Context: an optimization exercise on an open-source flow, tuned for a short achievable clock period and few clock cycles. The choices shown serve that exercise and are no tape-out recipe.
Only simulation tests tie the RTL to the original design; equivalence was not proved.
Power and IR drop assume default switching activity.

// CPU
module CPU(
	input wire [8:0] in_Din,
	input wire in_clk,
	input wire in_re,
	input wire in_run,
	output wire [8:0] out_Addr,
	output wire [8:0] out_Dout,
	output wire out_W
);
Size: roughly 2,400 cells after synthesis.
Settings: LEC_CHECK=0, ABC_CLOCK_PERIOD_IN_PS=1500, CAP_MARGIN=20, CORE_MARGIN=2, CORE_UTILIZATION=40, GPL_ROUTABILITY_DRIVEN=0, PLACE_DENSITY=0.6, SETUP_SLACK_MARGIN=4.0, SLEW_MARGIN=20, SYNTH_HIERARCHICAL=1, TNS_END_PERCENT=100; clock period 6.0 ns.
run.sh (not shown) runs the stock make flow with config.mk's settings and CLKGATE_MAP_FILE= SYNTH_SCRIPT=/design/flow/synth_recipe.tcl, a recipe that flattens the netlist after the stock synthesis.
Testbench counts at the start, summed over its fixed seeds: cycles 16,059.
Then changed:
--- a/flow/design.v
+++ b/flow/design.v
@@ -208,19 +208,19 @@
 	wire [8:0] RESP1 = RES + 9'd1;
 	reg  [8:0] RESP1R;
 	reg        RP1V;
 	reg  [8:0] IMMP1;                        
 	reg  [8:0] RP0, RP1, RP2, RP3, RP4, RP5, RP6;    
 	reg  [6:0] rxo;                          
 	reg        d_wrn7, d_nzn7;               
 	wire       e_wen7 = exr && (d_wrn7 || (d_nzn7 && gnz));
 	reg  [6:0] fwr, hzr, nzr;
-	wire [6:0] fw = fwr;
+	wire [6:0] fw = fwr & {7{d_mvic}};
 	wire [6:0] hz = (hzr & ~fw) | (nzr & {7{gnz}}) | (WEN & {7{!RP1V}} & ~fw);
 	wire [8:0] Q0, Q1, Q2, Q3, Q4, Q5, Q6;
 	counter_9bit u_q0 (.sa(1'b0), .sb(fw[0]), .sc(!fw[0] && WEN[0]), .sd(!fw[0] && !WEN[0]), .a(9'd0), .b(IMMP1), .c(RESP1R), .d(RP0), .y(Q0));
 	counter_9bit u_q1 (.sa(1'b0), .sb(fw[1]), .sc(!fw[1] && WEN[1]), .sd(!fw[1] && !WEN[1]), .a(9'd0), .b(IMMP1), .c(RESP1R), .d(RP1), .y(Q1));
 	counter_9bit u_q2 (.sa(1'b0), .sb(fw[2]), .sc(!fw[2] && WEN[2]), .sd(!fw[2] && !WEN[2]), .a(9'd0), .b(IMMP1), .c(RESP1R), .d(RP2), .y(Q2));
 	counter_9bit u_q3 (.sa(1'b0), .sb(fw[3]), .sc(!fw[3] && WEN[3]), .sd(!fw[3] && !WEN[3]), .a(9'd0), .b(IMMP1), .c(RESP1R), .d(RP3), .y(Q3));
 	counter_9bit u_q4 (.sa(1'b0), .sb(fw[4]), .sc(!fw[4] && WEN[4]), .sd(!fw[4] && !WEN[4]), .a(9'd0), .b(IMMP1), .c(RESP1R), .d(RP4), .y(Q4));
 	counter_9bit u_q5 (.sa(1'b0), .sb(fw[5]), .sc(!fw[5] && WEN[5]), .sd(!fw[5] && !WEN[5]), .a(9'd0), .b(IMMP1), .c(RESP1R), .d(RP5), .y(Q5));
 	counter_9bit u_q6 (.sa(1'b0), .sb(fw[6]), .sc(!fw[6] && WEN[6]), .sd(!fw[6] && !WEN[6]), .a(9'd0), .b(IMMP1), .c(RESP1R), .d(RP6), .y(Q6));
The changed run went through all stages and came out clean.
Non-clock buffer count went down by 4.
Global-route usage falls by 1.3 points.
Wire length is lower by 6.8%.
Maximum frequency came out lower by 1.4%.
Power stays flat.
Area after synthesis goes up by 0.34%.
Cell area hardly moves.
Die area came out higher by 0.33%.
Worst hold slack got worse by 0.0047 ns.
Critical path depth is lower by 8.
Register-to-register slack hardly moves.
Setup slack degrades by 0.036 ns.
Testbench counts after the change, summed over its fixed seeds: cycles 16,059.

========
CPU, a different RTL version from the one above (not shown whole).
Size: about 31 I/O pins, about 24000 sq um of cells after synthesis.
// CPU
module CPU(
	input wire [8:0] in_Din,
	input wire in_clk,
	input wire in_re,
	input wire in_run,
	output wire [8:0] out_Addr,
	output wire [8:0] out_Dout,
	output wire out_W
);
==> flow/config.mk <==
export PLATFORM = sky130hd
export DESIGN_NAME = CPU
export DESIGN_NICKNAME = CPU
export VERILOG_FILES = /design/flow/design.v
export SDC_FILE = /design/flow/constraint.sdc
export NUM_CORES = 4
export LEC_CHECK = 0
export ABC_CLOCK_PERIOD_IN_PS = 1500
export CAP_MARGIN = 20
export CORE_MARGIN = 2
export CORE_UTILIZATION = 40
export PLACE_DENSITY = 0.6
export SETUP_SLACK_MARGIN = 4.0
export SLEW_MARGIN = 20
export SYNTH_HIERARCHICAL = 1
export TNS_END_PERCENT = 100
==> flow/constraint.sdc <==
create_clock -name core_clock -period 6.0 [get_ports {in_clk}]
set_input_delay 1.2000 -clock core_clock [delete_from_list [all_inputs] [get_ports {in_clk}]]
set_output_delay 1.2000 -clock core_clock [all_outputs]
set_load 0.01 [all_outputs]
Testbench counts at the start, summed over its fixed seeds: cycles 16,059.
Change:
--- a/flow/design.v
+++ b/flow/design.v
@@ -10,25 +10,18 @@
             3'd2: y = a2;
             3'd3: y = a3;
             3'd4: y = a4;
             3'd5: y = a5;
             3'd6: y = a6;
             default: y = a7;
         endcase
     end
 endmodule
-module counter_9bit (
-    input  wire       sa, sb, sc, sd,
-    input  wire [8:0] a, b, c, d,
-    output wire [8:0] y
-);
-    assign y = ({9{sa}} & a) | ({9{sb}} & b) | ({9{sc}} & c) | ({9{sd}} & d);
-endmodule
 module mux_9to1 (
     input  wire       s,
     input  wire [8:0] a,
     input  wire [8:0] b,
     output wire [8:0] y
 );
     assign y = s ? a : b;
 endmodule
 module addsub_9bit (
@@ -201,21 +194,21 @@
 	wire [CB-1:0] l_idx = FA[CB-1:0];
 	reg  [CN-1:0] l_line;
 	integer li;
 	always @(*) begin
 		for (li = 0; li < CN; li = li + 1)
 			l_line[li] = CV[li] && CT[li] == FA[8:CB] && l_idx == li;
 	end
 	wire          l_hit = |l_line;
 	wire f_mvic = dop == 3'b001 && l_hit;
-	wire [8:0] FAS;
+	wire [8:0] FAS, FAF;
 	mux_9to1 u_fas (.s(f_mvic), .a(FA2), .b(FA1), .y(FAS));
-	wire f_jq = j_mv || j_nz;    
+	mux_9to1 u_faf (.s(j_mv || j_nz), .a(QJ), .b(FAS), .y(FAF));
 	reg n_irv, n_pld, n_pst, n_pjr, n_w, tk, tk_hold, ld_fwd;
 	always @(*) begin
 		n_irv = IRV; n_pld = pld; n_pst = pst; n_pjr = pjr; n_w = 1'b0;
 		tk = 1'b0; tk_hold = 1'b0; ld_fwd = 1'b0;
 		if (in_re) begin
 			n_irv = 1'b0; n_pld = 1'b0; n_pst = 1'b0; n_pjr = 1'b0;
 		end else if (pst) begin
 			n_pst = 1'b0;
 		end else if (in_run) begin
@@ -251,21 +244,19 @@
 		({9{pst || pld}} & AFT) |
 		({9{pjr}} & RESP1) |
 		({9{e_ldst}} & vy) |
 		({9{e_jv}} & (vy + 9'd1)) |
 		({9{e_ji}} & IMMP1) |
 		({9{e_mviu || e_halt}} & FA1);
 	wire       fa_e = use_e || in_re || !(in_run || pst);
 	wire [8:0] fa_ea = in_re ? 9'd0 : !(in_run || pst) ? FA : EADDR;
 	wire [8:0] fa_d;
-	counter_9bit u_fa (.sa(fa_e), .sb(!fa_e && f_jq), .sc(!fa_e && !f_jq && f_mvic),
-	                   .sd(!fa_e && !f_jq && !f_mvic),
-	                   .a(fa_ea), .b(QJ), .c(FA2), .d(FA1), .y(fa_d));
+	mux_9to1 u_fa (.s(fa_e), .a(fa_ea), .b(FAF), .y(fa_d));
 	always @(posedge in_clk) FA <= fa_d;
 	reg          FV;
 	reg [8:0]    FP, FD;
 	always @(posedge in_clk) begin
 		FV <= !in_re && in_run && !pst && e_mviu;
 		FP <= EPC;
 		FD <= in_Din;
 	end
 	integer k;
Cell area goes up by 2.0%.
Clock skew goes up by 20 ps.
Wire length goes up by 6.4%.
Area after synthesis does not change.
Clock-buffer cell count goes up by 11.
First-iteration DRC count goes up by 1.2%.
Synthesized cell count goes down by 2.4%.
Sequential cell count does not change.
Utilization goes up by 1.1 points.
Via count goes up by 1.2%.
Total power stays flat.
Setup slack degrades by 310 ps.
Testbench counts after the change, summed over its fixed seeds: cycles 16,059.

========
== rev 12 ==
Another version of the RTL of CPU (not shown whole).
Size: ~2900 cells after synthesis, roughly 31 I/O pins, roughly 32000 sq um of cells after synthesis.
make LEC_CHECK=0 ABC_CLOCK_PERIOD_IN_PS=1500 CAP_MARGIN=20 CORE_MARGIN=2 CORE_UTILIZATION=40 PLACE_DENSITY=0.6 SETUP_SLACK_MARGIN=4.0 SLEW_MARGIN=20 SYNTH_HIERARCHICAL=1 TNS_END_PERCENT=100 finish   # period 6.0 ns
Having completed the whole flow, rev 12 delivered a layout that passed the timing, DRC and antenna checks.
Testbench counts of rev 12, summed over its fixed seeds: cycles 16,059.
For rev 13, these inputs were changed with respect to rev 12:
-- flow/design.v --
<<< rev 12, line 101
    end endgenerate
    assign c = g8[8:0];
endmodule
module ks_inc9 (input wire [8:0] a, output wire [8:0] y);
    assign y = a + 9'd1;
endmodule
module comparator (
>>> rev 13, line 101
    end endgenerate
    assign c = g8[8:0];
endmodule
module comparator (
<<< rev 12, line 214
	reg        RP1V;
	reg  [8:0] IMMP1;                        
	wire [8:0] CDP [0:CN-1];
	genvar gc;
	generate for (gc = 0; gc < CN; gc = gc + 1) begin : cdp
		ks_inc9 u_inc (.a(CD[gc]), .y(CDP[gc]));
	end endgenerate
	reg  [8:0] RP0, RP1, RP2, RP3, RP4, RP5, RP6;    
	reg  [6:0] rxo;                          
>>> rev 13, line 211
	reg        RP1V;
	reg  [8:0] IMMP1;                        
	reg  [8:0] RP0, RP1, RP2, RP3, RP4, RP5, RP6;    
	reg  [6:0] rxo;                          
<<< rev 12, line 404
			s_im <= dx == 3'd7 && dop == 3'b001 && f_mvic;
			s_f1 <= !(dop[2:1] == 2'b10) && !(dx == 3'd7 && dop == 3'b001 && f_mvic);
			IMM <= CD[l_idx]; IMMP1 <= CDP[l_idx];
			rxo <= (7'd1 << dx) & 7'h7f;
			d_wrn7 <= dx != 3'd7 && (dop == 3'b000 || dop == 3'b001 || dop[2:1] == 2'b01);
>>> rev 13, line 396
			s_im <= dx == 3'd7 && dop == 3'b001 && f_mvic;
			s_f1 <= !(dop[2:1] == 2'b10) && !(dx == 3'd7 && dop == 3'b001 && f_mvic);
			IMM <= CD[l_idx]; IMMP1 <= CD[l_idx] + 9'd1;
			rxo <= (7'd1 << dx) & 7'h7f;
			d_wrn7 <= dx != 3'd7 && (dop == 3'b000 || dop == 3'b001 || dop[2:1] == 2'b01);
==> comparison <==
On post-synthesis cell area, rev 13 does better than rev 12. Compared with rev 12, in rev 13 overall power saw a decrease; critical path depth up 1; share of power burned in the clock network went down. Summary: with rev 12 as the reference, number of global-route vias before repair in rev 13 moved down by more than 10%. Route | rev 13 vs rev 12 | wire shorter in rev 13. The power per standard cell area number comes out lower for rev 12 vs rev 13. Rev 12 -> rev 13: number of buffers created by CTS decreased slightly. Rev 12 leaves less setup margin than rev 13. Where design area is concerned, rev 12 is outperformed by rev 13.
Testbench counts of rev 13, summed over its fixed seeds: cycles 16,059.

[afterwards: timing with drivers on the ports]
Ports are ideal in the flow. The routed layouts listed here were re-timed in OpenROAD. Step 1, drivers: a clkbuf_16 drives in_clk and a buf_2 each remaining input, both assumed. Step 2 times the ports against the registers' clock, not the clock port: input delays grow and output delays shrink by t, the midpoint of the rising clock arrivals with the driver on. Slacks: ideal / step 1 / step 2; pairs: ideal / step 1.
run	t (ns)	setup WS [ns]	worst slew at a driven data input, ns
the first run of note 1	0.673	3.472 / 3.333 / 2.659	0.29
the second run of note 1	0.690	3.436 / 3.369 / 2.834	0.15
the first run of note 2	0.651	3.244 / 3.244 / 2.841	0.19
the second run of note 2	0.661	2.930 / 2.930 / 2.678	0.24
rev 12	0.680	3.325 / 3.308 / 2.628	0.16
rev 13	0.684	3.364 / 3.358 / 2.673	0.31
After both steps setup and hold are still met in every run listed. For the first run of note 1, which loses most, drivers alone change the setup slack by -0.139 ns; drivers and shift together by -0.813 ns.
